Background: an optimization exercise with open tools, aiming at small area. Do not read the settings as production practice.
RTL that was checked went through simulation tests only; none was proved equivalent to the original.
Function not checked in run 8: the RTL went through the layout flow alone.
No activity file was given, so power comes from the tool's default toggle rates.

==> design/flow/standard.sh <==
#!/bin/bash
# synth_recipe.tcl (not shown) runs the flow's synth.tcl, then flattens the netlist and writes it again
# the make line also repeats each setting of config.mk as NAME=value (left out here)
make -C /OpenROAD-flow-scripts/flow DESIGN_CONFIG=/design/flow/config.mk WORK_HOME=/design/flow/orfs CLKGATE_MAP_FILE= SYNTH_SCRIPT=/design/flow/synth_recipe.tcl "${@:-finish}"
==> design/flow/flow/remap.tcl <==
# Map the combinational part of the standard synthesis netlist again: the
# adder cells that synthesis extracted are dissolved into plain logic and
# ABC maps all logic between the registers again (a dc2 rewrite, then the
# same mapping script as the standard synthesis),
# with its delay target and constraints. Flip-flops are
# kept as cells (same names and types); only the logic between them changes.
yosys -import
set lib $::env(FLOW_HOME)/platforms/$::env(FLOW_PLATFORM)/lib/sky130_fd_sc_hd__tt_025C_1v80.lib
set top $::env(FLOW_TOP)
set net orfs/results/$::env(FLOW_PLATFORM)/dpc_5x5/base/1_2_yosys.v

read_liberty -ignore_miss_func $lib
read_verilog $net
hierarchy -top $top
# keep every sequential cell as it is
setattr -mod -set keep_hierarchy 1 sky130_fd_sc_hd__df* sky130_fd_sc_hd__edf* sky130_fd_sc_hd__sdf* sky130_fd_sc_hd__dl* sky130_fd_sc_hd__sdl*
flatten
opt_clean
stat -liberty $lib

set dont_use {}
foreach c {probe_p_8 probec_p_8 lpflow_*} { lappend dont_use -dont_use sky130_fd_sc_hd__$c }
abc -script flow/remap.abc -liberty $lib {*}$dont_use -constr flow/abc.constr -D [expr {int($::env(FLOW_PERIOD_NS) * 1000)}]
opt_clean -purge
stat -liberty $lib
select $top
write_verilog -noattr -noexpr -nohex -nodec -selected remap_out.v
==> design/flow/flow/remap.abc <==
strash
dc2
dch
map -B 0.9
topo
stime -c
buffer -c
upsize -c
dnsize -c
==> design/flow/config.mk <==
export PLATFORM = sky130hd
export DESIGN_NAME = dpc_5x5
export DESIGN_NICKNAME = dpc_5x5
export VERILOG_FILES = /design/flow/design.v
export SDC_FILE = /design/flow/constraint.sdc
export NUM_CORES = 4
export LEC_CHECK = 0
export ABC_AREA = 1
export CAP_MARGIN = 20
export CORE_MARGIN = 2
export CORE_UTILIZATION = 55
export CTS_CLUSTER_DIAMETER = 100
export CTS_CLUSTER_SIZE = 30
export SLEW_MARGIN = 20
==> design/flow/flow/run.sh <==
#!/bin/bash
# Layout flow: the standard synthesis, then the combinational logic of
# the synthesised netlist is mapped again (remap.tcl); registers are left
# exactly as the standard synthesis made them. The re-mapped netlist is used
# only if Yosys proves it equivalent to the standard one (check.tcl). The
# rest is the standard layout (floorplan to finish), with the port buffers
# made of the smallest buffer cell. Each tool writes its own log here.
set -euo pipefail
R=orfs/results/${FLOW_PLATFORM}/dpc_5x5/base

# 1. standard synthesis
bash standard.sh synth > log_synth.txt 2>&1

# 2. map the combinational logic again, keep it if proven equivalent
cp "$R/1_2_yosys.v" log_1_2_yosys_standard.v
if yosys -c flow/remap.tcl > log_remap.txt 2>&1 && yosys -c flow/check.tcl > log_check.txt 2>&1; then
	echo "re-mapped netlist proven equivalent; using it" > log_choice.txt
	cp remap_out.v "$R/1_2_yosys.v"
	rm -f "$R/1_synth.odb" "$R/1_synth.sdc"
else
	echo "re-mapped netlist not used; keeping the standard netlist" > log_choice.txt
fi

# 3. the rest of the standard layout
bash standard.sh "BUFFER_PORTS_ARGS=-buffer_cell sky130_fd_sc_hd__buf_1" finish > log_layout.txt 2>&1
==> design/flow/flow/abc.constr <==
set_driving_cell sky130_fd_sc_hd__buf_1
set_load 5
==> design/flow/constraint.sdc <==
create_clock -name core_clock -period 3.5 [get_ports {clk}]
set_input_delay 0.7000 -clock core_clock [delete_from_list [all_inputs] [get_ports {clk}]]
set_output_delay 0.7000 -clock core_clock [all_outputs]
set_load 0.01 [all_outputs]
==> design/flow/flow/check.tcl <==
# Prove that the re-mapped netlist (remap_out.v) does what the standard
# synthesis netlist does: registers and ports are paired by name, internal
# nets are not, and equiv_status fails if any pair is not proven.
yosys -import
set lib $::env(FLOW_HOME)/platforms/$::env(FLOW_PLATFORM)/lib/sky130_fd_sc_hd__tt_025C_1v80.lib
set top $::env(FLOW_TOP)

foreach {name file} [list gold log_1_2_yosys_standard.v gate remap_out.v] {
	design -reset
	read_liberty -ignore_miss_func $lib
	read_verilog $file
	hierarchy -top $top
	flatten
	async2sync
	yosys rename -hide w:_*
	opt_clean
	yosys rename $top $name
	design -stash $name
}
design -reset
design -copy-from gold -as gold gold
design -copy-from gate -as gate gate
equiv_make gold gate equiv
hierarchy -top equiv
equiv_simple -seq 2
equiv_induct -seq 2
equiv_status -assert
==> design/flow/design.v <==
module dpc_5x5(
	input			clk,
	input			reset_n,
	input			bayer_format,
	input	[7:0]	i_dpc_threshold,
	input	[2:0]	i_video_syn,
	input	[7:0]	i_data_r0,
	input	[7:0]	i_data_r1,
	input	[7:0]	i_data_r2,
	input	[7:0]	i_data_r3,
	input	[7:0]	i_data_r4,
	output	[2:0]	o_video_sync,
	output	[7:0]	o_data
);
reg		[11:0]	syn_v, syn_h, syn_d;
always @(posedge clk or negedge reset_n)
	if (~reset_n) begin
		syn_v <= 0;
		syn_h <= 0;
		syn_d <= 0;
	end else begin
		syn_v <= {syn_v[10:0], i_video_syn[2]};
		syn_d <= {syn_d[10:0], i_video_syn[1]};
		syn_h <= {syn_h[10:0], i_video_syn[0]};
	end
assign o_video_sync = {syn_v[11], syn_d[11], syn_h[11]};
wire	de_rise = syn_d[2] & ~syn_d[3];
wire	vs_fall = syn_v[3] & ~syn_v[2];
reg		odd_pixel;
reg		odd_line;
always @(posedge clk)
	if (de_rise)
		odd_pixel <= ~bayer_format;
	else if (syn_d[3])
		odd_pixel <= ~odd_pixel;
always @(posedge clk or negedge reset_n)
	if (~reset_n)
		odd_line <= 1'b0;
	else if (vs_fall)
		odd_line <= 1'b0;
	else if (de_rise)
		odd_line <= ~odd_line;
wire	g1 = odd_pixel ^ odd_line;		 
wire	[39:0]	s0 = {i_data_r4, i_data_r3, i_data_r2, i_data_r1, i_data_r0};
reg		[39:0]	s1, s2, s3, s4, s5, s6;
always @(posedge clk) begin
	s1 <= s0;
	s2 <= s1;
	s3 <= s2;
	s4 <= s3;
	s5 <= s4;
	s6 <= s5;
end
function [63:0] nbrs;
	input			g;
	input	[39:0]	c1, c2, c3, c4, c5;
	reg		[7:0]	n1, n2, n3, n4, n6, n7, n8, n9;
	begin
		n1 = g ? c2[8*(1) +: 8] : c1[8*(0) +: 8];
		n2 = c3[8*(0) +: 8];
		n3 = g ? c4[8*(1) +: 8] : c5[8*(0) +: 8];
		n4 = c1[8*(2) +: 8];
		n6 = c5[8*(2) +: 8];
		n7 = g ? c2[8*(3) +: 8] : c1[8*(4) +: 8];
		n8 = c3[8*(4) +: 8];
		n9 = g ? c4[8*(3) +: 8] : c5[8*(4) +: 8];
		nbrs = {n9, n8, n7, n6, n4, n3, n2, n1};
	end
endfunction
function [7:0] bitcol;
	input	[63:0]	x;
	input	integer	b;
	integer			k;
	begin
		for (k = 0; k < 8; k = k + 1)
			bitcol[k] = x[8*k + b];
	end
endfunction
function gt8;
	input	[7:0]	a;
	input	[7:0]	b;
	integer			k;
	begin
		gt8 = 1'b0;
		for (k = 0; k < 8; k = k + 1)
			gt8 = (a[k] & ~b[k]) | ((a[k] | ~b[k]) & gt8);
	end
endfunction
function [8:0] add8;
	input	[7:0]	a;
	input	[7:0]	b;
	input			ci;
	integer			k;
	reg				cy;
	begin
		cy = ci;
		for (k = 0; k < 8; k = k + 1) begin
			add8[k] = a[k] ^ b[k] ^ cy;
			cy = (a[k] & b[k]) | (a[k] & cy) | (b[k] & cy);
		end
		add8[8] = cy;
	end
endfunction
function [3:0] sort4;		 
	input	[3:0]	x;
	begin
		sort4[0] = |x;
		sort4[3] = &x;
		sort4[1] = (x[0] & x[1]) | (x[2] & x[3]) | ((x[0] | x[1]) & (x[2] | x[3]));
		sort4[2] = (x[0] & x[1] & (x[2] | x[3])) | (x[2] & x[3] & (x[0] | x[1]));
	end
endfunction
function th4;				 
	input	[7:0]	e;
	reg		[3:0]	p, q;
	begin
		p = sort4(e[3:0]);
		q = sort4(e[7:4]);
		th4 = p[3] | q[3] | (p[0] & q[2]) | (p[1] & q[1]) | (p[2] & q[0]);
	end
endfunction
function [16:0] mstep;		 
	input	[7:0]	hi;
	input	[7:0]	lo;
	input	[7:0]	x;
	reg		[7:0]	e;
	reg				m;
	begin
		e = hi | (x & ~lo);
		m = th4(e);
		mstep = {m, hi | (e & {8{~m}}), lo | (~e & {8{m}})};
	end
endfunction
function [17:0] mstep2;	 
	input	[7:0]	hi;
	input	[7:0]	lo;
	input	[7:0]	x1;
	input	[7:0]	x0;
	reg		[7:0]	e, e0, e1, hia, loa;
	reg				m, ma, mb, mn;
	begin
		e = hi | (x1 & ~lo);
		m = th4(e);
		e0 = e | (x0 & ~lo);
		e1 = hi | (x0 & e);
		ma = th4(e0);
		mb = th4(e1);
		mn = m ? mb : ma;
		hia = hi | (e & {8{~m}});
		loa = lo | (~e & {8{m}});
		e = m ? e1 : e0;
		mstep2 = {m, mn, hia | (e & {8{~mn}}), loa | (~e & {8{mn}})};
	end
endfunction
wire	[63:0]	w1 = nbrs(g1, s4, s3, s2, s1, s0);
wire	[7:0]	thr = i_dpc_threshold;
wire	[8:0]	u_c = {1'b0, s2[8*(2) +: 8]} + {1'b0, ~thr} + 9'd1;
wire	[8:0]	v = {1'b0, s2[8*(2) +: 8]} + {1'b0, thr} + 9'd1;
reg		[7:0]	pos;		 
reg		[3:0]	neg;		 
integer	i;
always @(*) begin
	for (i = 0; i < 8; i = i + 1)
		pos[i] = u_c[8] & gt8(u_c[7:0], w1[8*i +: 8]);
	for (i = 0; i < 4; i = i + 1)
		neg[i] = ~v[8] & gt8(w1[8*(i+4) +: 8], v[7:0]);
end
wire	dec_a = &pos;
wire	dec_b = (&pos[3:0]) & (&neg);
wire	[16:0]	q1_7 = mstep(8'h00, 8'h00, bitcol(w1, 7));
wire	[16:0]	q1_6 = mstep(q1_7[15:8], q1_7[7:0], bitcol(w1, 6));
reg		[7:0]	hi2, lo2;
reg		[7:6]	m2;
reg				a_2, b_2, g2;
reg		[5:0]	n1_2, n7_2;
always @(posedge clk) begin
	hi2 <= q1_6[15:8];
	lo2 <= q1_6[7:0];
	m2 <= {q1_7[16], q1_6[16]};
	a_2 <= dec_a;
	b_2 <= dec_b;
	g2 <= g1;
	n1_2 <= w1[5:0];
	n7_2 <= w1[45:40];
end
wire	[63:0]	w2x = nbrs(g2, s5, s4, s3, s2, s1);
wire	[63:0]	w2 = {w2x[63:48], 2'b0, n7_2, w2x[39:8], 2'b0, n1_2};
wire	[17:0]	q2_5 = mstep2(hi2, lo2, bitcol(w2, 5), bitcol(w2, 4));
wire	[16:0]	q2_3 = mstep(q2_5[15:8], q2_5[7:0], bitcol(w2, 3));
reg		[7:0]	hi3, lo3;
reg		[7:3]	m3;
reg				a_3, b_3, g3;
reg		[2:0]	n1_3, n7_3;
always @(posedge clk) begin
	hi3 <= q2_3[15:8];
	lo3 <= q2_3[7:0];
	m3 <= {m2, q2_5[17], q2_5[16], q2_3[16]};
	a_3 <= a_2;
	b_3 <= b_2;
	g3 <= g2;
	n1_3 <= n1_2[2:0];
	n7_3 <= n7_2[2:0];
end
wire	[63:0]	w3x = nbrs(g3, s6, s5, s4, s3, s2);
wire	[63:0]	w3 = {w3x[63:48], 5'b0, n7_3, w3x[39:8], 5'b0, n1_3};
wire	[16:0]	q3_2 = mstep(hi3, lo3, bitcol(w3, 2));
wire	[16:0]	q3_1 = mstep(q3_2[15:8], q3_2[7:0], bitcol(w3, 1));
wire	[16:0]	q3_0 = mstep(q3_1[15:8], q3_1[7:0], bitcol(w3, 0));
wire	[7:0]	med = {m3, q3_2[16], q3_1[16], q3_0[16]};
wire	[7:0]	c_f = s4[8*(2) +: 8];		 
wire	[7:0]	p_f = s5[8*(2) +: 8];		 
reg		[7:0]	d0, d1, d2, d3, d4, d5;
always @(posedge clk) begin
	d0 <= a_3 ? med : (b_3 ? c_f : p_f);
	d1 <= d0;
	d2 <= d1;
	d3 <= d2;
	d4 <= d3;
	d5 <= d4;
end
assign o_data = d5;
endmodule
==> flow_summary_export.csv, run 1 <==
group,metric,value,unit
outcome,status,"complete, no violations",
floorplan,io_pins,65,
clock_network,cts-resized-gates,0,
power,switchingPower,0.00499,W
timing,clock-skew-final,0.0347,ns
synth,syn-instance-count,1305,
clock_network,cts_made_buffers,14,
grt,groute.usage.overall,24.3,%
layout,syn_to_final_growth,9.79,%
route,routed_wirelength,26300,um
critical_path,crit_type,"reg -> reg",
route,drt_iter0_markers,447,
power,p_per_area,928,mW/mm^2
power,internal_power,0.00640,W
layout,postLayoutCoreUtil,61.0,%
floorplan,floorplan.initialDensity,55.6,%
floorplan,core_area,0.0201,sq mm
timing,slew_viol_final,0,
clock_network,cts_setup_buffers,0,
clock_network,cts_buffer_depth,3,
timing,worst_slew_pin_slew,0.840,ns
floorplan,die_area,0.0215,sq mm
timing,post-route-period-util,91.5,%
route,vias,8554,
timing,rsz0062_at_grt,"false",
grt,grt_pass1_vias,8014,
route,ant_nets,0,
critical_path,regToRegSetupSlack,0.30,ns
synth,avgSynthCellArea,8.56,sq um
place,placed_cell_area,0.0118,sq mm
timing,hold_violations,0,
floorplan,die_y,147,um
clock_network,clk_latency,0.50,ns
power,irDropWorstVdd,748,uV
critical_path,arrival,3.59,ns
grt,antenna_found_initial,0,
route,viasPerCell,5.14,
timing,finalCriticalPeriod,3.20,ns
hold_path,hp-class,"in -> async",
power,leakagePower,5.77,nW
layout,final_nets,1445,
clock_network,cts_hold_buf,0,
route,routedWlPerCell,15.8,um
route,first_pass_iters,5,
place,place_congestion,0.940,
layout,drive_above_1_share,9.25,%
grt,grt_overflow,0,
clock_network,htreeDepth,1,
synth,synthesis.area,0.0112,sq mm
critical_path,cp.required,3.89,ns
timing,fmax,312,MHz
clock_network,clock_sinks,304,
grt,grt_pass1_wl,41400,um
timing,setup_viol,0,
clock_network,cts-root-buf,"clkbuf_16",
power,power_frac_clock,16.2,%
grt,grt_max_degree,38,
power,netSwitchingFraction,43.8,%
route,drc,0,
timing,maxSlewHeadroom,44.0,%
synth,syn_nets,1359,
power,combPwrFrac,47.9,%
layout,fin_area,0.0123,sq mm
clock_network,cts_tree,"built",
floorplan,rows,52,
clock_network,clk_pin_slew,0.11,ns
floorplan,fp.dieW,147,um
critical_path,critPathLaunchType,"flip-flop",
critical_path,end_kind,"flip-flop",
flow_run,maxCapViolCount,0,
power,seqPwrFrac,35.9,%
synth,synth_warnings,1,
layout,antennaDiodeCount,0,
critical_path,path_max_fanout,17,
place,io_buffers,64,
place,dp_hpwl,21100,um
-- critical path, stage by stage, from the launching register on --
cell and delay (ns):
dfxtp_1 0.43, nand2_1 0.11, nand2_1 0.15, inv_1 0.11
o21ai_0 0.14, inv_1 0.12, nand2_1 0.09, and2_1 0.16
nor2_1 0.05, nand2_1 0.05, nand2_1 0.04, nand4_1 0.11
nand2_4 0.16, o21ai_2 0.22, nor2_1 0.06, o21ai_0 0.11
nand2_1 0.16, nor2_1 0.17, nand2_1 0.08, nand3_1 0.16
nand2_2 0.11, nor2_8 0.22, o21bai_2 0.08
-- power groups by stage --
stage,logic (W),clock network (W),registers [W]
floorplan,0.00423,0,0.00407
global placement,0.00534,0,0.00416
detailed placement,0.00538,0,0.00417
CTS,0.00541,0.00191,0.00409
global route,0.00609,0.00201,0.00412
finish,0.00546,0.00184,0.00408
-- metal layers --
layer	vias up	global-route usage [%]	routed length, um
met5	-	0	0
met4	0	5.87	624
met3	33	2.19	927
met2	183	42.8	12700
met1	3918	32.5	12100
li1	4420	-	-
-- cell type report --
cell class | instances | area (sq um)
Fill cell | 1801 | 7840
Sequential cell | 304 | 6280
Multi-Input combinational cell | 786 | 4060
Inverter | 195 | 732
Timing Repair Buffer | 90 | 437
Clock buffer | 19 | 390
Tap cell | 270 | 338
Clock inverter | 1 | 30.0
-- registers in the layout (all words and copies together), names as in the netlist, 12 cells and up --
| register | cells |
|---|---|
| s1 | 40 |
| s2 | 40 |
| s3 | 40 |
| s4 | 24 |
| syn_d | 12 |
| syn_h | 12 |
| syn_v | 12 |
-- path summary, 6_finish.rpt --
check	end	cells after the start	start
worst max-delay path	lo3[7]	22	s5[21]
max in group asynchronous	syn_h[9]	1	reset_n
worst min register to register	s3[25]	0	s2[25]
min in group core_clock	s1[10]	1	i_data_r1[2]
worst min-delay path	syn_d[0]	1	reset_n
worst max register to register	lo3[7]	22	s5[21]
-- per-stage QoR --
step	setup TNS (ns)	instances	setup slack [ns]	hold slack [ns]	power, W
after floorplan	0	1305	0.715	0.310	0.00831
after global placement	-0.0310	1645	-0.0300	0.310	0.00950
after detailed placement	-0.0240	1645	-0.0240	0.312	0.00955
after CTS	0	1665	0.202	0.268	0.0114
after global routing	0	1665	0.00587	0.266	0.0122
final	0	1665	0.297	0.286	0.0114
-- cell usage in the layout, fill, tap and decap left out, types with 5 or more instances in the layout --
master,n
a21oi_2,5
inv_2,12
o21ai_0,95
buf_4,26
o21ai_1,35
o22ai_1,14
dfxtp_1,264
clkbuf_16,15
nor2_2,5
nand2_2,14
nor2_1,87
buf_1,63
nand3_1,45
a21oi_1,45
nand4_1,15
or2_1,5
o211ai_1,5
nand2_1,280
inv_1,181
o21ai_2,12
o221ai_1,47
or2_2,22
dfrtp_1,37
==> run 2: changes to the inputs <==
--- a/design/flow/config.mk
+++ b/design/flow/config.mk
@@ -8,7 +8,7 @@
 export ABC_AREA = 1
 export CAP_MARGIN = 20
 export CORE_MARGIN = 2
-export CORE_UTILIZATION = 55
+export CORE_UTILIZATION = 40
 export CTS_CLUSTER_DIAMETER = 100
 export CTS_CLUSTER_SIZE = 30
 export SLEW_MARGIN = 20
==> flow_summary_export.csv, run 2 <==
group,metric,value,unit
timing,fin_hold_ws,0.269,ns
route,first_pass_iters,6,
timing,fmax,311,MHz
layout,regArea,0.00628,sq mm
route,vias,8554,
clock_network,clk_latency,0.51,ns
synth,syn-instance-count,1305,
timing,finalCriticalPeriod,3.22,ns
grt,grt_max_degree,38,
layout,antennaDiodeCount,0,
timing,hold_violations,0,
critical_path,critPathLaunchType,"flip-flop",
power,leakagePower,5.79,nW
critical_path,arrival,3.60,ns
layout,syn_to_final_growth,11.6,%
critical_path,cp.required,3.88,ns
clock_network,cts_tree,"built",
timing,clock-skew-final,0.0306,ns
synth,synth_warnings,1,
floorplan,floorplan.initialDensity,40.4,%
critical_path,slowest_stage,"dfrtp_1",
layout,postLayoutCoreUtil,45.1,%
outcome,status,"complete, no violations",
clock_network,htreeDepth,1,
floorplan,rows,61,
place,placed_cell_area,0.0120,sq mm
layout,final_nets,1450,
critical_path,path_max_fanout,6,
grt,groute.usage.overall,18.4,%
route,routedWlPerCell,15.1,um
route,drc,0,
critical_path,crit_end,"hi2[0]",
hold_path,hp-class,"in -> reg",
grt,grt_pass1_wl,42000,um
critical_path,critPathMaxStageDelay,0.40,ns
layout,multi_input_area,0.00410,sq mm
grt,antenna_found_initial,0,
route,ant_nets,0,
floorplan,die_area,0.0293,sq mm
clock_network,cts_hold_buf,0,
critical_path,regToRegSetupSlack,0.28,ns
clock_network,cts_made_buffers,14,
floorplan,fp.dieW,171,um
critical_path,startpoint,"odd_line",
synth,synthesis.area,0.0112,sq mm
synth,avgSynthCellArea,8.56,sq um
clock_network,cts-root-buf,"clkbuf_16",
critical_path,end_kind,"flip-flop",
place,dp_hpwl,21400,um
timing,maxSlewHeadroom,40.2,%
critical_path,cp_cell_sequence,"inv_1 > nand2_1 > nand2_2 > inv_2 > or2_1 > o21ai_2 > nand2_2 > a21oi_1 > o21ai_0 > nand2_1 > nand3_2 > buf_4 > nor2_2 > nor2_1 > a21oi_2 > nor2_1 > nor2_1 > nand3_1 > nand2_1 > nor2_2 > buf_4 > inv_2 > o21ai_0",
layout,final_common_cell,"nand2_1",
critical_path,r2r_cells,23,
power,irDropWorstVdd,510,uV
power,power,0.0115,W
clock_network,cts_buffer_depth,3,
route,routed_wirelength,26800,um
floorplan,core_area,0.0276,sq mm
layout,drive_above_1_share,10.7,%
timing,rsz0062_at_grt,"true",
flow_run,maxCapViolCount,0,
power,p_per_area,922,mW/mm^2
route,viasPerCell,4.81,
layout,fillCellCount,2772,
timing,worst_slew_pin_slew,0.896,ns
place,place_congestion,0.914,
grt,grt_overflow,0,
place,io_buffers,64,
critical_path,rr_endpoint,"hi2[0]",
clock_network,clk_pin_slew,0.11,ns
timing,setup_tns,0,ns
layout,fin_area,0.0125,sq mm
floorplan,die_y,171,um
timing,setup_viol,0,
layout,top_regs,"s1: 40 flops, s2: 40 flops, s3: 40 flops",
clock_network,clock_sinks,304,
grt,grt_pass1_vias,8044,
timing,post-route-period-util,91.9,%
timing,slew_viol_final,0,
floorplan,io_pins,65,
hold_path,min_from,"i_data_r3[3]",
route,drt_iter0_markers,516,
synth,syn_nets,1359,
layout,final_cell_mix,"277 x nand2_1, 263 x dfxtp_1, 181 x inv_1",
critical_path,crit_type,"reg -> reg",
critical_path,r2r-start,"odd_line",
## run 2: worst min path at each step
stage	end	slack, ns	cells past startpoint
final	s1[27]	0.27	1
after global routing	syn_v[0]	0.25	1
after CTS	s1[27]	0.25	1
after detailed placement	d4[0]	0.31	0
after global placement	n1_3[2]	0.31	0
after floorplan	a_3	0.31	0
## run 2: final cells by class
| type | instances | area share [%] |
|---|---|---|
| inverter | 195 | 5.87 |
| timing repair buffer | 94 | 3.74 |
| sequential | 304 | 50.4 |
| tap | 378 | 3.79 |
| clock inverter | 4 | 0.411 |
| multi-input combinational | 787 | 32.9 |
| clock buffer | 18 | 2.93 |
## run 2: per-stage QoR
stage	setup slack [ns]	cells
floorplan	0.715	1305
global placement	0.0774	1754
detailed placement	0.0189	1754
CTS	0.242	1776
global route	-0.00671	1780
finish	0.284	1780
## run 2: what timing repair did
action | CTS | global route
setup endpoints to repair | 0 | 31
resized for setup | 0 | 22
buffers inserted | 0 | 3
## run 2: worst max-delay path: cells and delay by family, from the launching register on
family                 cells  cell delay, ns
AND/OR/NAND/NOR           13            1.40
AO/OA/AOI/OAI              5            0.68
buffers and inverters      5            0.61
flip-flops                 1            0.40
## run 2: layer usage
metal / part of all wire [%] / track usage, %
met4: 2.4 / 4.97
met2: 48 / 31.9
met3: 3.5 / 2.06
met5: 0 / 0
met1: 46 / 24.4
## run 2: where the power goes
group / switching [W] / internal, W
registers: 0.000190 / 0.00388
clock network: 0.00107 / 0.000774
logic: 0.00381 / 0.00178
total: 0.00507 / 0.00644
==> run 3: changes to the inputs <==
--- a/design/flow/flow/run.sh
+++ b/design/flow/flow/run.sh
@@ -4,7 +4,8 @@
 # exactly as the standard synthesis made them. The re-mapped netlist is used
 # only if Yosys proves it equivalent to the standard one (check.tcl). The
 # rest is the standard layout (floorplan to finish), with the port buffers
-# made of the smallest buffer cell. Each tool writes its own log here.
+# made of the smallest buffer cell and a clock tree without dummy loads.
+# Each tool writes its own log here.
 set -euo pipefail
 R=orfs/results/${FLOW_PLATFORM}/dpc_5x5/base
 
@@ -22,4 +23,4 @@
 fi
 
 # 3. the rest of the standard layout
-bash standard.sh "BUFFER_PORTS_ARGS=-buffer_cell sky130_fd_sc_hd__buf_1" finish > log_layout.txt 2>&1
+bash standard.sh "BUFFER_PORTS_ARGS=-buffer_cell sky130_fd_sc_hd__buf_1" "CTS_ARGS=-sink_clustering_enable -repair_clock_nets -sink_clustering_size 30 -sink_clustering_max_diameter 100 -dont_use_dummy_load" finish > log_layout.txt 2>&1
==> flow_summary_export.csv, run 3 <==
group,metric,value,unit
layout,top_regs,"s1: 40 flops, s2: 40 flops, s3: 40 flops",
layout,final_common_cell,"nand2_1",
floorplan,rows,61,
layout,drive_above_1_share,10.3,%
route,drc,0,
synth,syn_nets,1359,
clock_network,cts_made_buffers,14,
hold_path,min_from,"i_data_r3[0]",
power,irDropWorstVdd,505,uV
power,leakagePower,5.76,nW
floorplan,die_area,0.0293,sq mm
critical_path,critPathLaunchType,"flip-flop",
route,vias,8560,
timing,setup_tns,0,ns
route,ant_nets,0,
outcome,status,"complete, no violations",
route,routed_wirelength,26700,um
critical_path,arrival,3.59,ns
power,p_per_area,915,mW/mm^2
floorplan,io_pins,65,
timing,hold_violations,0,
grt,grt_pass1_wl,41900,um
critical_path,end_kind,"flip-flop",
route,viasPerCell,4.83,
hold_path,holdPathEnd,"s1[24]",
route,first_pass_iters,5,
timing,setup_viol,0,
synth,avgSynthCellArea,8.56,sq um
place,dp_slack,0.0189,ns
clock_network,cts_tree,"built",
layout,fillCellCount,2781,
place,io_buffers,64,
floorplan,core_area,0.0276,sq mm
timing,rsz0062_at_grt,"true",
timing,fin_ws,0.255,ns
timing,maxSlewHeadroom,40.7,%
critical_path,crit_type,"reg -> reg",
timing,fmax,308,MHz
grt,groute.usage.overall,18.4,%
clock_network,cts-root-buf,"clkbuf_16",
timing,post-route-period-util,92.7,%
critical_path,r2r_cells,23,
floorplan,die_y,171,um
place,place_congestion,0.914,
timing,fin_hold_ws,0.273,ns
critical_path,rr_endpoint,"hi2[0]",
timing,slew_viol_final,0,
route,drt_iter0_markers,517,
timing,clock-skew-final,0.0658,ns
layout,syn_to_final_growth,11.0,%
synth,syn-instance-count,1305,
grt,grt_max_degree,38,
flow_run,maxCapViolCount,0,
layout,final_nets,1450,
floorplan,floorplan.initialDensity,40.4,%
critical_path,r2r-start,"odd_line",
hold_path,holdPathStages,1,
grt,grt_overflow,0,
clock_network,htreeDepth,1,
timing,finalCriticalPeriod,3.25,ns
clock_network,cts_buffer_depth,3,
clock_network,clk_latency,0.51,ns
place,dp_hpwl,21400,um
critical_path,regToRegSetupSlack,0.25,ns
clock_network,cts_hold_buf,0,
clock_network,clk_pin_slew,0.10,ns
synth,synthesis.area,0.0112,sq mm
grt,antenna_found_initial,0,
hold_path,hp-class,"in -> reg",
grt,grt_pass1_vias,8027,
place,placedCellCount,1754,
critical_path,cp.required,3.85,ns
layout,antennaDiodeCount,0,
layout,final_cell_mix,"277 x nand2_1, 263 x dfxtp_1, 181 x inv_1",
critical_path,path_max_fanout,6,
clock_network,clock_sinks,304,
layout,fin_cells,1772,
synth,synth_warnings,1,
route,routedWlPerCell,15.1,um
floorplan,fp.dieW,171,um
timing,worst_slew_pin_slew,0.889,ns
## run 3: worst max-delay path by stage
stage / from / endpoint / slack [ns] / depth (start not counted)
global placement: i_dpc_threshold[0] / a_2 / 0.08 / 19
global route: g2 / hi3[7] / -0.01 / 21
detailed placement: i_dpc_threshold[0] / a_2 / 0.02 / 20
finish: odd_line / hi2[0] / 0.25 / 23
CTS: odd_pixel / hi2[0] / 0.21 / 23
floorplan: i_dpc_threshold[0] / a_2 / 0.71 / 18
## run 3: through the flow
| stage | instance area, sq um | power [W] | utilization, % |
|---|---|---|---|
| finish | 12400 | 0.0113 | 44.9 |
| global route | 12400 | 0.0123 | 44.9 |
| CTS | 12300 | 0.0113 | 44.6 |
| detailed placement | 12000 | 0.00954 | 43.3 |
| global placement | 12000 | 0.00946 | 43.3 |
| floorplan | 11200 | 0.00831 | - |
## run 3: per-layer routing
layer / global-route usage [%] / wire length, um
met5: 0 / 0
met4: 5.08 / 724
met3: 2.06 / 1030
met2: 31.9 / 12600
met1: 24.3 / 12300
## run 3: power by group
group          internal, W  total, W  switching [W]
Sequential         0.00388   0.00407       0.000187
Combinational      0.00177   0.00556        0.00379
Clock             0.000723   0.00171       0.000986
## run 3: timing repair
action                                  CTS  global route
setup buffers                             0             3
endpoints found under the setup margin    0            33
resized for setup                         0            19
## run 3: final cells by class
type	instances	area [sq um]	share of cell area [%]
flip-flops and latches	304	6280	50.7
repair buffers	94	467	3.76
inverters	195	732	5.90
multi-input cells	787	4090	33.0
clock buffers	14	350	2.83
well taps	378	473	3.81
## run 3: critical path, stage by stage (launching register included)
cell     delay, ns
dfrtp_1       0.40
inv_1         0.10
nand2_1       0.07
nand2_2       0.11
inv_2         0.08
or2_1         0.22
o21ai_2       0.14
nand2_2       0.13
a21oi_1       0.17
o21ai_0       0.10
nand2_1       0.09
nand3_2       0.15
buf_4         0.20
nor2_2        0.10
nor2_1        0.06
a21oi_2       0.18
nor2_1        0.08
nor2_1        0.15
nand3_1       0.09
nand2_1       0.10
nor2_2        0.05
buf_4         0.15
inv_2         0.08
o21ai_0       0.09
==> run 4: changes to the inputs <==
--- a/design/flow/config.mk
+++ b/design/flow/config.mk
@@ -8,7 +8,7 @@
 export ABC_AREA = 1
 export CAP_MARGIN = 20
 export CORE_MARGIN = 2
-export CORE_UTILIZATION = 40
+export CORE_UTILIZATION = 55
 export CTS_CLUSTER_DIAMETER = 100
 export CTS_CLUSTER_SIZE = 30
 export SLEW_MARGIN = 20
==> flow_summary_export.csv, run 4 <==
group,metric,value,unit
layout,final_cell_mix,"279 x nand2_1, 264 x dfxtp_1, 181 x inv_1",
critical_path,critPathLaunchType,"flip-flop",
critical_path,crit_type,"reg -> reg",
power,power_frac_clock,15.1,%
layout,antennaDiodeCount,0,
power,internal_power,0.00631,W
grt,grt_pass1_vias,7981,
power,combPwrFrac,48.5,%
grt,antenna_found_initial,0,
power,p_per_area,920,mW/mm^2
timing,slew_viol_final,0,
synth,avgSynthCellArea,8.56,sq um
layout,fillCellCount,1805,
grt,grt_pass1_wl,41200,um
clock_network,cts_tree,"built",
timing,hold_violations,0,
route,drt_iter0_markers,473,
clock_network,clock_sinks,304,
clock_network,cts_hold_buf,0,
clock_network,cts-root-buf,"clkbuf_16",
critical_path,arrival,3.58,ns
clock_network,htreeDepth,1,
clock_network,cts_setup_buffers,0,
timing,fin_hold_ws,0.292,ns
timing,rsz0062_at_grt,"false",
clock_network,clk_latency,0.49,ns
grt,groute.usage.overall,24.3,%
floorplan,die_area,0.0215,sq mm
route,routed_wirelength,26200,um
floorplan,fp.dieW,147,um
power,seqPwrFrac,36.4,%
outcome,status,"complete, no violations",
route,routedWlPerCell,15.8,um
synth,synth_warnings,1,
grt,grt_overflow,0,
layout,top_regs,"s1: 40 flops, s2: 40 flops, s3: 40 flops",
route,viasPerCell,5.14,
clock_network,cts_made_buffers,14,
route,first_pass_iters,5,
layout,postLayoutCoreUtil,60.7,%
place,dp_hpwl,21100,um
floorplan,io_pins,65,
layout,regArea,0.00628,sq mm
floorplan,core_area,0.0201,sq mm
layout,final_nets,1445,
layout,syn_to_final_growth,9.18,%
route,ant_nets,0,
flow_run,maxCapViolCount,0,
critical_path,end_kind,"flip-flop",
timing,fmax,313,MHz
timing,clock-skew-final,0.0724,ns
clock_network,cts_buffer_depth,3,
grt,grt_max_degree,38,
layout,final_common_cell,"nand2_1",
layout,fin_area,0.0122,sq mm
critical_path,cp.required,3.88,ns
floorplan,floorplan.initialDensity,55.6,%
timing,finalCriticalPeriod,3.19,ns
power,power,0.0112,W
synth,syn_nets,1359,
floorplan,rows,52,
layout,fin_cells,1659,
timing,setup_viol,0,
layout,multi_input_area,0.00406,sq mm
timing,post-route-period-util,91.2,%
hold_path,hp-class,"in -> reg",
floorplan,die_y,147,um
place,placed_cell_area,0.0118,sq mm
timing,maxSlewHeadroom,43.6,%
power,leakagePower,5.74,nW
power,switchingPower,0.00492,W
place,place_congestion,0.940,
power,netSwitchingFraction,43.8,%
critical_path,path_max_fanout,17,
power,irDropWorstVdd,748,uV
route,vias,8532,
synth,synthesis.area,0.0112,sq mm
route,drc,0,
clock_network,cts-resized-gates,0,
layout,drive_above_1_share,9.22,%
place,io_buffers,64,
timing,worst_slew_pin_slew,0.846,ns
synth,syn-instance-count,1305,
place,placedCellCount,1645,
clock_network,clk_pin_slew,0.11,ns
-- run 4: cell type report --
class	count	area share, %
multi-input combinational	786	33.3
sequential	304	51.5
inverter	195	6.00
timing repair buffer	90	3.58
tap	270	2.77
clock buffer	14	2.87
-- run 4: path summary, 6_finish.rpt --
| path | start | endpoint | slack [ns] | cells after the start |
|---|---|---|---|---|
| worst min register to register | s2[15] | s3[15] | 0.32 | 0 |
| min in group asynchronous | reset_n | syn_d[0] | 0.31 | 1 |
| worst max register to register | s5[21] | lo3[7] | 0.31 | 22 |
| worst max-delay path | s5[21] | lo3[7] | 0.31 | 22 |
| max in group asynchronous | reset_n | syn_v[8] | 2.66 | 1 |
| worst min-delay path | i_data_r1[2] | s1[10] | 0.29 | 1 |
-- run 4: per-stage QoR --
stage               setup slack, ns  TNS (ns)
finish                        0.308         0
floorplan                     0.715         0
global route                0.00133         0
detailed placement          -0.0240   -0.0240
CTS                           0.209         0
global placement            -0.0300   -0.0310
-- run 4: worst max-delay path: stages, from the launching register on --
cell      delay, ns
dfxtp_1        0.43
nand2_1        0.11
nand2_1        0.16
inv_1          0.10
o21ai_0        0.14
inv_1          0.12
nand2_1        0.09
and2_1         0.15
nor2_1         0.05
nand2_1        0.05
nand2_1        0.04
nand4_1        0.11
nand2_4        0.16
o21ai_2        0.21
nor2_1         0.06
o21ai_0        0.11
nand2_1        0.16
nor2_1         0.17
nand2_1        0.08
nand3_1        0.16
nand2_2        0.11
nor2_8         0.22
o21bai_2       0.08
-- run 4: per-layer routing --
metal | vias to the layer above | share of wire (%) | GRT usage (%)
met4 | 0 | 2.4 | 5.68
met2 | 193 | 48 | 42.5
met5 | - | 0 | 0
met3 | 29 | 4.1 | 2.50
li1 | 4421 | - | -
met1 | 3889 | 46 | 32.5
-- run 4: power groups by stage --
stage / Combinational [W] / Clock [W] / Sequential [W]
4_1_cts: 0.00540 / 0.00176 / 0.00409
3_3_place_gp: 0.00534 / 0 / 0.00416
3_5_place_dp: 0.00538 / 0 / 0.00417
5_1_grt: 0.00609 / 0.00187 / 0.00413
6_report: 0.00544 / 0.00170 / 0.00409
2_1_floorplan: 0.00423 / 0 / 0.00407
==> run 5: changes to the inputs <==
--- a/design/flow/design.v
+++ b/design/flow/design.v
@@ -185,28 +185,27 @@
 end
 wire	[63:0]	w2x = nbrs(g2, s5, s4, s3, s2, s1);
 wire	[63:0]	w2 = {w2x[63:48], 2'b0, n7_2, w2x[39:8], 2'b0, n1_2};
-wire	[17:0]	q2_5 = mstep2(hi2, lo2, bitcol(w2, 5), bitcol(w2, 4));
-wire	[16:0]	q2_3 = mstep(q2_5[15:8], q2_5[7:0], bitcol(w2, 3));
+wire	[16:0]	q2_5 = mstep(hi2, lo2, bitcol(w2, 5));
+wire	[16:0]	q2_4 = mstep(q2_5[15:8], q2_5[7:0], bitcol(w2, 4));
 reg		[7:0]	hi3, lo3;
-reg		[7:3]	m3;
+reg		[7:4]	m3;
 reg				a_3, b_3, g3;
-reg		[2:0]	n1_3, n7_3;
-always @(posedge clk) begin
-	hi3 <= q2_3[15:8];
-	lo3 <= q2_3[7:0];
-	m3 <= {m2, q2_5[17], q2_5[16], q2_3[16]};
+reg		[3:0]	n1_3, n7_3;
+always @(posedge clk) begin
+	hi3 <= q2_4[15:8];
+	lo3 <= q2_4[7:0];
+	m3 <= {m2, q2_5[16], q2_4[16]};
 	a_3 <= a_2;
 	b_3 <= b_2;
 	g3 <= g2;
-	n1_3 <= n1_2[2:0];
-	n7_3 <= n7_2[2:0];
+	n1_3 <= n1_2[3:0];
+	n7_3 <= n7_2[3:0];
 end
 wire	[63:0]	w3x = nbrs(g3, s6, s5, s4, s3, s2);
-wire	[63:0]	w3 = {w3x[63:48], 5'b0, n7_3, w3x[39:8], 5'b0, n1_3};
-wire	[16:0]	q3_2 = mstep(hi3, lo3, bitcol(w3, 2));
-wire	[16:0]	q3_1 = mstep(q3_2[15:8], q3_2[7:0], bitcol(w3, 1));
-wire	[16:0]	q3_0 = mstep(q3_1[15:8], q3_1[7:0], bitcol(w3, 0));
-wire	[7:0]	med = {m3, q3_2[16], q3_1[16], q3_0[16]};
+wire	[63:0]	w3 = {w3x[63:48], 4'b0, n7_3, w3x[39:8], 4'b0, n1_3};
+wire	[17:0]	q3_3 = mstep2(hi3, lo3, bitcol(w3, 3), bitcol(w3, 2));
+wire	[17:0]	q3_1 = mstep2(q3_3[15:8], q3_3[7:0], bitcol(w3, 1), bitcol(w3, 0));
+wire	[7:0]	med = {m3, q3_3[17], q3_3[16], q3_1[17], q3_1[16]};
 wire	[7:0]	c_f = s4[8*(2) +: 8];		 
 wire	[7:0]	p_f = s5[8*(2) +: 8];		 
 reg		[7:0]	d0, d1, d2, d3, d4, d5;
==> design/flow/flow/remap.abc (replaced) <==
strash
dc2
dch
map -D 2100
topo
stime -c
buffer -c
upsize -c
dnsize -c
--- a/design/flow/flow/remap.tcl
+++ b/design/flow/flow/remap.tcl
@@ -1,7 +1,8 @@
 # Map the combinational part of the standard synthesis netlist again: the
 # adder cells that synthesis extracted are dissolved into plain logic and
-# ABC maps all logic between the registers again (a dc2 rewrite, then the
-# same mapping script as the standard synthesis),
+# ABC maps all logic between the registers again (a dc2 rewrite, then a
+# mapping for area under a 2.1 ns required time, then the sizing steps of
+# the standard synthesis script),
 # with its delay target and constraints. Flip-flops are
 # kept as cells (same names and types); only the logic between them changes.
 yosys -import
--- a/design/flow/config.mk
+++ b/design/flow/config.mk
@@ -8,7 +8,7 @@
 export ABC_AREA = 1
 export CAP_MARGIN = 20
 export CORE_MARGIN = 2
-export CORE_UTILIZATION = 55
+export CORE_UTILIZATION = 65
 export CTS_CLUSTER_DIAMETER = 100
 export CTS_CLUSTER_SIZE = 30
 export SLEW_MARGIN = 20
==> flow_summary_export.csv, run 5 <==
group,metric,value,unit
outcome,status,"complete, no violations",
power,p_per_area,1010,mW/mm^2
layout,fillCellCount,1278,
power,leakagePower,5.39,nW
layout,syn_to_final_growth,10.5,%
synth,avgSynthCellArea,8.88,sq um
layout,final_cell_mix,"266 x dfxtp_1, 215 x nand2_1, 138 x inv_1",
critical_path,critPathLaunchType,"flip-flop",
timing,finalCriticalPeriod,3.40,ns
critical_path,cp.required,3.87,ns
timing,clock-skew-final,0.0247,ns
route,ant_nets,0,
place,dp_slack,0.00847,ns
flow_run,maxCapViolCount,0,
clock_network,cts_made_buffers,14,
grt,grt_overflow,0,
route,routedWlPerCell,16.9,um
clock_network,cts_buffer_depth,3,
timing,hold_violations,0,
clock_network,cts_tree,"built",
timing,fin_ws,0.103,ns
layout,antennaDiodeCount,0,
critical_path,path_max_fanout,7,
place,placedCellCount,1515,
critical_path,regToRegSetupSlack,0.10,ns
route,vias,8715,
grt,groute.usage.overall,29.0,%
clock_network,clk_latency,0.50,ns
layout,final_common_cell,"dfxtp_1",
timing,fmax,294,MHz
timing,slew_viol_final,0,
clock_network,clk_pin_slew,0.10,ns
grt,grt_pass1_vias,8129,
timing,maxSlewHeadroom,42.5,%
place,dp_hpwl,19400,um
grt,antenna_found_initial,0,
floorplan,die_area,0.0178,sq mm
route,routed_wirelength,26000,um
grt,grt_pass1_wl,40700,um
critical_path,crit_type,"reg -> reg",
place,place_congestion,0.919,
layout,drive_above_1_share,9.04,%
timing,fin_hold_ws,0.286,ns
hold_path,hp-class,"in -> async",
place,io_buffers,64,
synth,synth_warnings,1,
critical_path,slowest_stage,"dfxtp_1",
timing,post-route-period-util,97.1,%
layout,top_regs,"s1: 40 flops, s2: 40 flops, s3: 40 flops",
synth,synthesis.area,0.0109,sq mm
critical_path,critPathMaxStageDelay,0.44,ns
route,drt_iter0_markers,911,
timing,setup_viol,0,
critical_path,arrival,3.77,ns
power,irDropWorstVdd,723,uV
clock_network,clock_sinks,306,
floorplan,core_area,0.0165,sq mm
floorplan,io_pins,65,
route,viasPerCell,5.67,
layout,postLayoutCoreUtil,72.9,%
critical_path,r2r-start,"s2[19]",
floorplan,die_y,134,um
critical_path,crit_top_cell,"nand2_1",
route,first_pass_iters,5,
critical_path,end_kind,"flip-flop",
synth,syn_nets,1282,
layout,final_nets,1373,
critical_path,cp_cell_sequence,"nand2_1 > o21ai_0 > nor2_1 > a21oi_1 > o41ai_2 > a22o_1 > nand4_1 > and2_4 > nor2_1 > a211oi_2 > buf_4 > nand2_2 > o22ai_4 > nand3_1 > a22oi_2 > nand2_1 > nand2_1 > o21ai_1",
critical_path,r2r_cells,18,
clock_network,cts-root-buf,"clkbuf_16",
critical_path,rr_endpoint,"d0[1]",
floorplan,fp.dieW,134,um
floorplan,rows,47,
layout,fin_cells,1537,
floorplan,floorplan.initialDensity,66.0,%
synth,syn-instance-count,1228,
route,drc,0,
timing,worst_slew_pin_slew,0.862,ns
clock_network,htreeDepth,1,
grt,grt_max_degree,38,
[run 5: where the power goes]
part,total [W],switching [W],internal (W)
sequential,0.00417,0.000231,0.00394
clock,0.00173,0.00100,0.000725
combinational,0.00626,0.00405,0.00220
total,0.0121,0.00529,0.00686
[run 5: final cells by class]
class | instances | area, sq um | area share, %
repair buffers | 92 | 459 | 3.81
multi-input cells | 757 | 4080 | 33.9
flip-flops and latches | 306 | 6330 | 52.5
inverters | 148 | 562 | 4.66
well taps | 220 | 275 | 2.28
clock buffers | 14 | 350 | 2.91
[run 5: how the worst max path moves through the flow]
stage / start / end / cells after the start
after floorplan: i_dpc_threshold[2] / a_2 / 18
after global placement: i_dpc_threshold[0] / a_2 / 18
after detailed placement: i_dpc_threshold[0] / a_2 / 20
after CTS: g3 / d0[0] / 15
after global routing: g3 / d0[1] / 19
final: s2[19] / d0[1] / 18
[run 5: worst max-delay path: cells and delay by family (launching register included)]
family | cells | cell delay, ns
and+or+nand+nor | 9 | 1.09
AOI/OAI and AO/OA | 8 | 1.58
DFF | 1 | 0.44
buffers and inverters | 1 | 0.17
[run 5: what timing repair did]
item,in CTS,in global routing
setup endpoints to repair,0,33
gates resized for setup,0,47
buffers inserted,0,5
hold buffers,0,0
[run 5: per-layer routing]
metal  part of all wire [%]  routed length [um]  vias up  track usage (%)
li1                       -                   -     4300                -
met1                     45               11800     4054             41.6
met2                     46               11900      308             46.4
met3                    6.4                1660       53             3.84
met4                    2.5                 649        0             8.33
met5                      0                   0        -                0
[run 5: stage by stage]
stage | power, W | setup TNS, ns | area, sq um
floorplan | 0.00851 | 0 | 10900
global placement | 0.00971 | 0 | 11500
detailed placement | 0.00980 | 0 | 11500
CTS | 0.0115 | 0 | 11800
global route | 0.0130 | -0.178 | 12100
finish | 0.0121 | 0 | 12100
==> run 6: changes to the inputs <==
--- a/design/flow/config.mk
+++ b/design/flow/config.mk
@@ -8,7 +8,7 @@
 export ABC_AREA = 1
 export CAP_MARGIN = 20
 export CORE_MARGIN = 2
-export CORE_UTILIZATION = 65
+export CORE_UTILIZATION = 55
 export CTS_CLUSTER_DIAMETER = 100
 export CTS_CLUSTER_SIZE = 30
 export SLEW_MARGIN = 20
==> flow_summary_export.csv, run 6 <==
group,metric,value,unit
synth,syn-instance-count,1228,
floorplan,rows,51,
power,irDropWorstVdd,549,uV
critical_path,path_max_fanout,8,
critical_path,slowest_stage,"dfxtp_2",
critical_path,cp.required,3.86,ns
critical_path,r2r-start,"g3",
synth,synth_warnings,1,
grt,grt_overflow,0,
grt,grt_pass1_wl,39200,um
route,viasPerCell,5.30,
clock_network,htreeDepth,1,
clock_network,cts_made_buffers,14,
timing,fmax,303,MHz
layout,drive_above_1_share,8.77,%
clock_network,cts_tree,"built",
layout,multi_input_area,0.00401,sq mm
clock_network,clk_pin_slew,0.11,ns
clock_network,clk_latency,0.52,ns
synth,avgSynthCellArea,8.88,sq um
place,place_congestion,0.921,
timing,fin_hold_ws,0.258,ns
critical_path,crit_type,"reg -> reg",
route,routed_wirelength,25500,um
power,p_per_area,994,mW/mm^2
floorplan,die_y,145,um
place,placedCellCount,1569,
floorplan,floorplan.initialDensity,56.1,%
critical_path,end_kind,"flip-flop",
layout,regArea,0.00632,sq mm
place,io_buffers,64,
critical_path,startpoint,"g3",
grt,groute.usage.overall,24.2,%
timing,post-route-period-util,94.3,%
flow_run,maxCapViolCount,0,
floorplan,io_pins,65,
critical_path,arrival,3.67,ns
layout,postLayoutCoreUtil,62.1,%
timing,setup_viol,0,
critical_path,cp_cell_sequence,"o21ai_1 > a21oi_2 > or2_1 > nand2_1 > o22ai_1 > a31oi_1 > nand3_2 > buf_4 > inv_2 > nand2_1 > o21ai_1 > nor2_1 > a211oi_2 > nand2_1 > nor2_1 > nor2_1 > o22ai_1 > nand4_1 > a21oi_1 > o22ai_2",
timing,setup_tns,0,ns
grt,antenna_found_initial,0,
layout,syn_to_final_growth,10.8,%
place,placed_cell_area,0.0116,sq mm
route,routedWlPerCell,16.0,um
timing,slew_viol_final,0,
floorplan,die_area,0.0210,sq mm
route,drt_iter0_markers,552,
timing,maxSlewHeadroom,42.0,%
clock_network,cts-root-buf,"clkbuf_16",
layout,final_nets,1379,
critical_path,critPathMaxStageDelay,0.38,ns
clock_network,clock_sinks,306,
layout,final_common_cell,"dfxtp_1",
layout,fin_area,0.0121,sq mm
grt,grt_pass1_vias,7728,
timing,worst_slew_pin_slew,0.871,ns
route,first_pass_iters,5,
layout,final_cell_mix,"266 x dfxtp_1, 213 x nand2_1, 140 x inv_1",
layout,fillCellCount,1677,
layout,top_regs,"s1: 40 flops, s2: 40 flops, s3: 40 flops",
floorplan,fp.dieW,145,um
layout,antennaDiodeCount,0,
power,leakagePower,5.42,nW
route,vias,8409,
route,drc,0,
synth,synthesis.area,0.0109,sq mm
synth,syn_nets,1282,
timing,clock-skew-final,0.0638,ns
grt,grt_max_degree,38,
route,ant_nets,0,
hold_path,hp-class,"in -> async",
timing,finalCriticalPeriod,3.30,ns
floorplan,core_area,0.0195,sq mm
place,dp_hpwl,19900,um
timing,hold_violations,0,
critical_path,critPathLaunchType,"flip-flop",
clock_network,cts_buffer_depth,3,
outcome,status,"complete, no violations",
layout,fin_cells,1588,
==> run 6: layer usage <==
metal | global-route usage (%) | share of wire [%]
met5 | 0 | 0
met4 | 4.85 | 1.9
met3 | 2.86 | 4.3
met2 | 38.9 | 45
met1 | 35.5 | 49
==> run 6: final cells by class <==
class                   instances  share of cell area [%]
clock buffers                  14                    2.90
inverters                     148                    4.62
multi-input cells             755                    33.2
flip-flops and latches        306                    52.3
well taps                     265                    2.74
repair buffers                100                    4.26
==> run 6: worst max-delay path: cells and delay by family, from the launching register on <==
family / cells / cell delay [ns]
flip-flops: 1 / 0.38
AND/OR/NAND/NOR: 9 / 1.15
buffers and inverters: 2 / 0.30
AO/OA/AOI/OAI: 9 / 1.32
==> run 6: final timing paths <==
path / depth (start not counted) / to / slack [ns]
min reg2reg: 0 / s2[32] / 0.26
max in group asynchronous: 1 / syn_d[8] / 2.60
min: 1 / syn_d[0] / 0.26
min in group core_clock: 1 / s1[12] / 0.26
max: 20 / d0[0] / 0.20
max reg2reg: 20 / d0[0] / 0.20
==> run 6: timing repair <==
| item | 4_1_cts | 5_1_grt |
|---|---|---|
| resized for setup | 0 | 28 |
| hold buffers | 0 | 0 |
| setup endpoints to repair | 0 | 32 |
| setup buffers | 0 | 4 |
| endpoints found under the hold margin | 0 | 0 |
==> run 6: through the flow <==
step           total power [W]  setup slack, ns
3_3_place_gp           0.00991           0.0662
5_1_grt                 0.0130          -0.0211
4_1_cts                 0.0117            0.167
3_5_place_dp           0.00998           0.0101
6_report                0.0120            0.199
2_1_floorplan          0.00851            0.463
==> run 6: report_power, final <==
part	internal, W	switching, W	leakage (nW)	total, W
clock	0.000723	0.000999	0.173	0.00172
sequential	0.00394	0.000230	2.70	0.00417
combinational	0.00225	0.00388	2.55	0.00613
==> run 7: changes to the inputs <==
==> design/flow/flow/remap.abc (replaced) <==
strash
dc2
dch
map -D 1800
topo
stime -c
buffer -c
upsize -c
dnsize -c
--- a/design/flow/flow/remap.tcl
+++ b/design/flow/flow/remap.tcl
@@ -1,7 +1,7 @@
 # Map the combinational part of the standard synthesis netlist again: the
 # adder cells that synthesis extracted are dissolved into plain logic and
 # ABC maps all logic between the registers again (a dc2 rewrite, then a
-# mapping for area under a 2.1 ns required time, then the sizing steps of
+# mapping for area under a 1.8 ns required time, then the sizing steps of
 # the standard synthesis script),
 # with its delay target and constraints. Flip-flops are
 # kept as cells (same names and types); only the logic between them changes.
==> flow_summary_export.csv, run 7 <==
group,metric,value,unit
timing,clock-skew-final,0.104,ns
synth,synth_warnings,1,
timing,rsz0062_at_grt,"true",
critical_path,slowest_stage,"dfxtp_1",
power,power,0.0129,W
clock_network,cts_tree,"built",
outcome,status,"complete, no violations",
clock_network,clk_latency,0.52,ns
critical_path,arrival,3.64,ns
synth,avgSynthCellArea,8.89,sq um
critical_path,cp.buffers_inverters,1,
hold_path,min_from,"i_data_r1[5]",
clock_network,htreeDepth,1,
layout,drive_above_1_share,8.85,%
critical_path,crit_top_cell,"nand2_1",
timing,hold_violations,0,
route,drt_iter0_markers,540,
power,p_per_area,1050,mW/mm^2
place,dp_hpwl,20600,um
critical_path,critPathTopFamily,"simple AND/OR/NAND/NOR gates",
timing,finalCriticalPeriod,3.34,ns
power,leakagePower,5.52,nW
clock_network,cts_buffer_depth,3,
route,routed_wirelength,26800,um
layout,final_nets,1400,
floorplan,die_area,0.0215,sq mm
power,irDropWorstVdd,476,uV
timing,worst_slew_pin_slew,0.850,ns
floorplan,io_pins,65,
grt,grt_max_degree,38,
grt,grt_pass1_vias,8418,
place,place_congestion,0.912,
route,vias,8778,
critical_path,r2r-start,"g3",
layout,syn_to_final_growth,10.4,%
route,drc,0,
route,routedWlPerCell,16.6,um
hold_path,hp-class,"in -> reg",
layout,final_common_cell,"dfxtp_1",
layout,top_regs,"s1: 40 flops, s2: 40 flops, s3: 40 flops",
clock_network,clock_sinks,306,
synth,syn-instance-count,1260,
critical_path,critPathLaunchType,"flip-flop",
layout,fin_area,0.0124,sq mm
floorplan,fp.dieW,147,um
clock_network,cts_hold_buf,0,
place,placedCellCount,1592,
clock_network,cts-root-buf,"clkbuf_16",
floorplan,core_area,0.0201,sq mm
flow_run,maxCapViolCount,0,
layout,regArea,0.00632,sq mm
critical_path,cp_cell_sequence,"inv_2 > o21bai_1 > nand2_1 > nor2_1 > nor2_2 > a31oi_4 > nand3_4 > nand4_4 > nand2_8 > a2bb2oi_2 > nand2_1 > o22ai_1 > nand3_1 > o21ai_1 > nand4_1 > a21oi_1 > o22ai_2",
grt,use_met1,35.1,%
synth,synthesis.area,0.0112,sq mm
layout,fin_cells,1614,
place,placed_cell_area,0.0118,sq mm
critical_path,path_max_fanout,9,
grt,grtUsageMet3,2.64,%
grt,met2_usage,40.6,%
grt,grt_overflow,0,
synth,syn_nets,1314,
route,viasPerCell,5.44,
timing,maxSlewHeadroom,43.3,%
grt,groute.usage.overall,24.7,%
timing,fmax,299,MHz
route,first_pass_iters,5,
layout,multi_input_area,0.00438,sq mm
floorplan,rows,52,
layout,final_cell_mix,"268 x dfxtp_1, 246 x nand2_1, 143 x inv_1",
timing,post-route-period-util,95.6,%
grt,grt.busiest_layer,"met2",
clock_network,clk_pin_slew,0.11,ns
layout,postLayoutCoreUtil,61.5,%
critical_path,cp.required,3.80,ns
grt,antenna_found_initial,0,
place,io_buffers,64,
layout,fillCellCount,1752,
floorplan,die_y,147,um
layout,antennaDiodeCount,0,
clock_network,cts_made_buffers,14,
timing,setup_viol,0,
critical_path,startpoint,"g3",
critical_path,end_kind,"flip-flop",
timing,slew_viol_final,0,
grt,grt_pass1_wl,42200,um
timing,fin_hold_ws,0.263,ns
route,ant_nets,0,
critical_path,critPathMaxStageDelay,0.43,ns
critical_path,crit_type,"reg -> reg",
floorplan,floorplan.initialDensity,55.7,%
## run 7: area by class of cell
type / instances / share of cell area [%]
Inverter: 148 / 4.49
Sequential cell: 306 / 51.1
Multi-Input combinational cell: 790 / 35.4
Clock buffer: 14 / 2.83
Tap cell: 270 / 2.73
Timing Repair Buffer: 86 / 3.39
## run 7: final timing paths
path / to / slack [ns] / cells past startpoint
hold reg to reg: d5[0] / 0.28 / 0
setup / recovery: d0[0] / 0.16 / 17
hold / removal: s1[13] / 0.26 / 1
setup reg to reg: d0[0] / 0.16 / 17
max in group asynchronous: syn_d[10] / 2.68 / 1
min in group asynchronous: syn_v[0] / 0.27 / 1
## run 7: layer usage
layer,up-vias,wire (um),part of all wire [%]
li1,4445,-,-
met1,4066,12900,48
met2,219,12100,45
met3,48,1070,4.0
met4,0,722,2.7
met5,-,0,0
## run 7: what timing repair did
item                                    4_1_cts  5_1_grt
pin swaps                                     1        5
cloned                                        1        1
resized for setup                             1       27
endpoints found under the setup margin        2       25
buffers inserted                              0        6
## run 7: metrics by stage
step / setup slack (ns) / TNS, ns
detailed placement: 0.0747 / 0
CTS: 0.0319 / 0
global placement: 0.0353 / 0
floorplan: 0.737 / 0
global route: -0.116 / -0.141
finish: 0.155 / 0
## run 7: power by group
group	switching, W	total [W]	leakage [nW]	internal (W)
Combinational	0.00462	0.00704	2.65	0.00241
Sequential	0.000250	0.00420	2.70	0.00394
Clock	0.000988	0.00171	0.173	0.000723
==> run 8: changes to the inputs <==
--- a/design/flow/design.v
+++ b/design/flow/design.v
@@ -153,7 +153,9 @@
 	end
 endfunction
 wire	[63:0]	w1 = nbrs(g1, s4, s3, s2, s1, s0);
-wire	[7:0]	thr = i_dpc_threshold;
+reg		[7:0]	thr;
+always @(posedge clk)
+	thr <= i_dpc_threshold;
 wire	[8:0]	u_c = {1'b0, s2[8*(2) +: 8]} + {1'b0, ~thr} + 9'd1;
 wire	[8:0]	v = {1'b0, s2[8*(2) +: 8]} + {1'b0, thr} + 9'd1;
 reg		[7:0]	pos;		 
==> design/flow/flow/remap.abc (replaced) <==
strash
dc2
dch
map -D 2700
topo
stime -c
buffer -c
upsize -c
dnsize -c
--- a/design/flow/flow/remap.tcl
+++ b/design/flow/flow/remap.tcl
@@ -1,7 +1,7 @@
 # Map the combinational part of the standard synthesis netlist again: the
 # adder cells that synthesis extracted are dissolved into plain logic and
 # ABC maps all logic between the registers again (a dc2 rewrite, then a
-# mapping for area under a 1.8 ns required time, then the sizing steps of
+# mapping for area under a 2.7 ns required time, then the sizing steps of
 # the standard synthesis script),
 # with its delay target and constraints. Flip-flops are
 # kept as cells (same names and types); only the logic between them changes.
==> flow_summary_export.csv, run 8 <==
group,metric,value,unit
timing,clock-skew-final,0.0342,ns
layout,drive_above_1_share,17.6,%
timing,slew_viol_final,0,
power,p_per_area,996,mW/mm^2
layout,final_common_cell,"dfxtp_1",
layout,fillCellCount,1667,
clock_network,htreeDepth,1,
place,io_buffers,64,
timing,fin_hold_ws,0.280,ns
grt,grt_pass1_vias,7862,
layout,top_regs,"s1: 40 flops, s2: 40 flops, s3: 40 flops",
timing,worst_slew_pin_slew,0.878,ns
synth,syn_nets,1264,
synth,syn-instance-count,1210,
critical_path,end_kind,"flip-flop",
floorplan,floorplan.initialDensity,55.9,%
power,irDropWorstVdd,554,uV
critical_path,critPathLaunchType,"flip-flop",
route,first_pass_iters,5,
clock_network,cts-root-buf,"clkbuf_16",
grt,grt_max_degree,38,
synth,synthesis.area,0.0108,sq mm
critical_path,path_max_fanout,6,
flow_run,maxCapViolCount,0,
clock_network,cts_made_buffers,14,
timing,post-route-period-util,97.8,%
floorplan,die_y,144,um
place,dp_hpwl,20200,um
route,vias,8720,
hold_path,hp-class,"in -> reg",
floorplan,die_area,0.0208,sq mm
synth,synth_warnings,1,
timing,setup_viol,0,
floorplan,rows,51,
clock_network,cts_buffer_depth,3,
floorplan,fp.dieW,144,um
layout,fin_area,0.0128,sq mm
route,drc,0,
outcome,status,"complete, no violations",
timing,rsz0062_at_grt,"true",
route,ant_nets,0,
layout,final_cell_mix,"270 x dfxtp_1, 192 x nand2_1, 138 x inv_1",
route,routed_wirelength,26700,um
grt,grt_overflow,0,
power,leakagePower,5.67,nW
layout,antennaDiodeCount,0,
layout,regArea,0.00649,sq mm
route,viasPerCell,5.39,
layout,final_nets,1410,
timing,finalCriticalPeriod,3.42,ns
route,drt_iter0_markers,546,
layout,multi_input_area,0.00415,sq mm
place,place_congestion,0.917,
floorplan,core_area,0.0194,sq mm
clock_network,cts_hold_buf,0,
critical_path,cp.required,3.90,ns
clock_network,clock_sinks,314,
timing,maxSlewHeadroom,41.4,%
timing,fmax,292,MHz
grt,groute.usage.overall,25.1,%
critical_path,arrival,3.82,ns
critical_path,crit_type,"reg -> reg",
place,placed_cell_area,0.0119,sq mm
clock_network,clk_pin_slew,0.11,ns
layout,syn_to_final_growth,18.3,%
grt,antenna_found_initial,0,
route,routedWlPerCell,16.5,um
grt,grt_pass1_wl,40300,um
clock_network,cts_tree,"built",
clock_network,clk_latency,0.51,ns
floorplan,io_pins,65,
timing,hold_violations,0,
synth,avgSynthCellArea,8.96,sq um
run 8: cell types whose count changed in the layout (fill, tap and decap cells not counted), sizes merged, moves of 8 or more:
cell	change
a21oi	-14
buf	+62
dfxtp	+8
nand2	-47
nand3	-33
nand4	-20
nor2	+30
nor3	+8
o21ai	+17
o221ai	-8
o22ai	-9
run 8: metal layers:
metal	vias up	GRT usage, %	wire length (um)
li1	4351	-	-
met2	261	40.9	12200
met1	4060	36.1	12500
met5	-	0	0
met4	0	6.34	718
met3	48	2.62	1280
run 8: cell type report:
type / instances / area share [%]
multi-input combinational: 731 / 32.3
tap: 265 / 2.58
timing repair buffer: 149 / 7.43
inverter: 146 / 4.30
clock buffer: 14 / 2.73
sequential: 314 / 50.6
run 8: through the flow:
step                      setup TNS, ns  setup WS, ns  utilization, %  total power, W  cells
after detailed placement         -0.455        -0.266            61.4          0.0101   1594
after global placement           -0.391        -0.260            61.4         0.00999   1594
after floorplan                       0         0.360               -         0.00813   1210
final                                 0        0.0784            66.1          0.0128   1619
after global routing             -0.241        -0.150            66.1          0.0137   1619
after CTS                       -0.0429       -0.0429            63.3          0.0118   1608
run 8: worst max-delay path, cell delays in order (launching register included):
cell and delay, ns:
dfxtp_4 0.38, buf_6 0.13, a211oi_2 0.22, inv_1 0.08, or2_1 0.23, nand2_2 0.11
inv_2 0.07, o22ai_2 0.10, o311ai_1 0.11, nand4_1 0.12, o21a_4 0.19, nor2_1 0.07
a211oi_2 0.23, buf_4 0.17, nand2_1 0.10, or4_1 0.43, a31oi_1 0.19, o2111ai_2 0.16
o311ai_1 0.24
run 8: where the power goes:
group	switching, W	internal, W
clock	0.00103	0.000725
combinational	0.00407	0.00264
sequential	0.000276	0.00403
run 8: final timing paths:
kind,start,endpoint,slack [ns],cells after the start
min,i_dpc_threshold[6],thr[6],0.28,1
max,g3,d0[0],0.08,18
min in group asynchronous,reset_n,syn_d[1],0.30,1
min reg2reg,s1[18],s2[18],0.32,0
max in group asynchronous,reset_n,syn_h[11],2.64,1
max reg2reg,g3,d0[0],0.08,18
run 8: what timing repair did:
action / 4_1_cts / 5_1_grt
gates cloned: 0 / 1
buffers inserted: 0 / 11
pin swaps: 0 / 27
resized for setup: 7 / 145
endpoints found under the setup margin: 6 / 38

separate check: timing with driven ports:
In the flow no input, the clock included, has a driving cell. The finished layouts below were timed again as built, in two steps.
Step 1, drivers: a clkbuf_16 drives clk and a buf_2 each remaining input, both assumed.
Step 2 also shifts input and output timing later by t, the mid clock arrival at the registers, as if the neighbouring blocks saw the same clock.
Three values: no drivers, after step 1, after step 2; two values: the first two.
run	t (ns)	slack for setup (ns)	hold slack, ns	worst data-port slew with drivers (ns)
run 1	0.526	0.297 / 0.297 / -0.038	0.286 / 0.263 / 0.324	0.05
run 2	0.549	0.284 / 0.284 / -0.029	0.269 / 0.243 / 0.333	0.05
run 3	0.530	0.255 / 0.255 / -0.028	0.273 / 0.249 / 0.328	0.05
run 4	0.499	0.308 / 0.308 / 0.000	0.292 / 0.270 / 0.322	0.05
run 5	0.531	0.103 / 0.103 / -0.065	0.286 / 0.261 / 0.307	0.05
run 6	0.537	0.199 / 0.199 / 0.019	0.258 / 0.237 / 0.264	0.04
run 7	0.514	0.155 / 0.155 / 0.155	0.263 / 0.236 / 0.283	0.04
run 8	0.535	0.078 / 0.078 / 0.078	0.280 / 0.254 / 0.318	0.04
With both steps, setup timing fails in run 1, run 2, run 3 and run 5, where it was met with ideal ports. For run 1, which loses most, drivers alone change the setup slack by 0.000 ns; drivers and shift together by -0.335 ns.
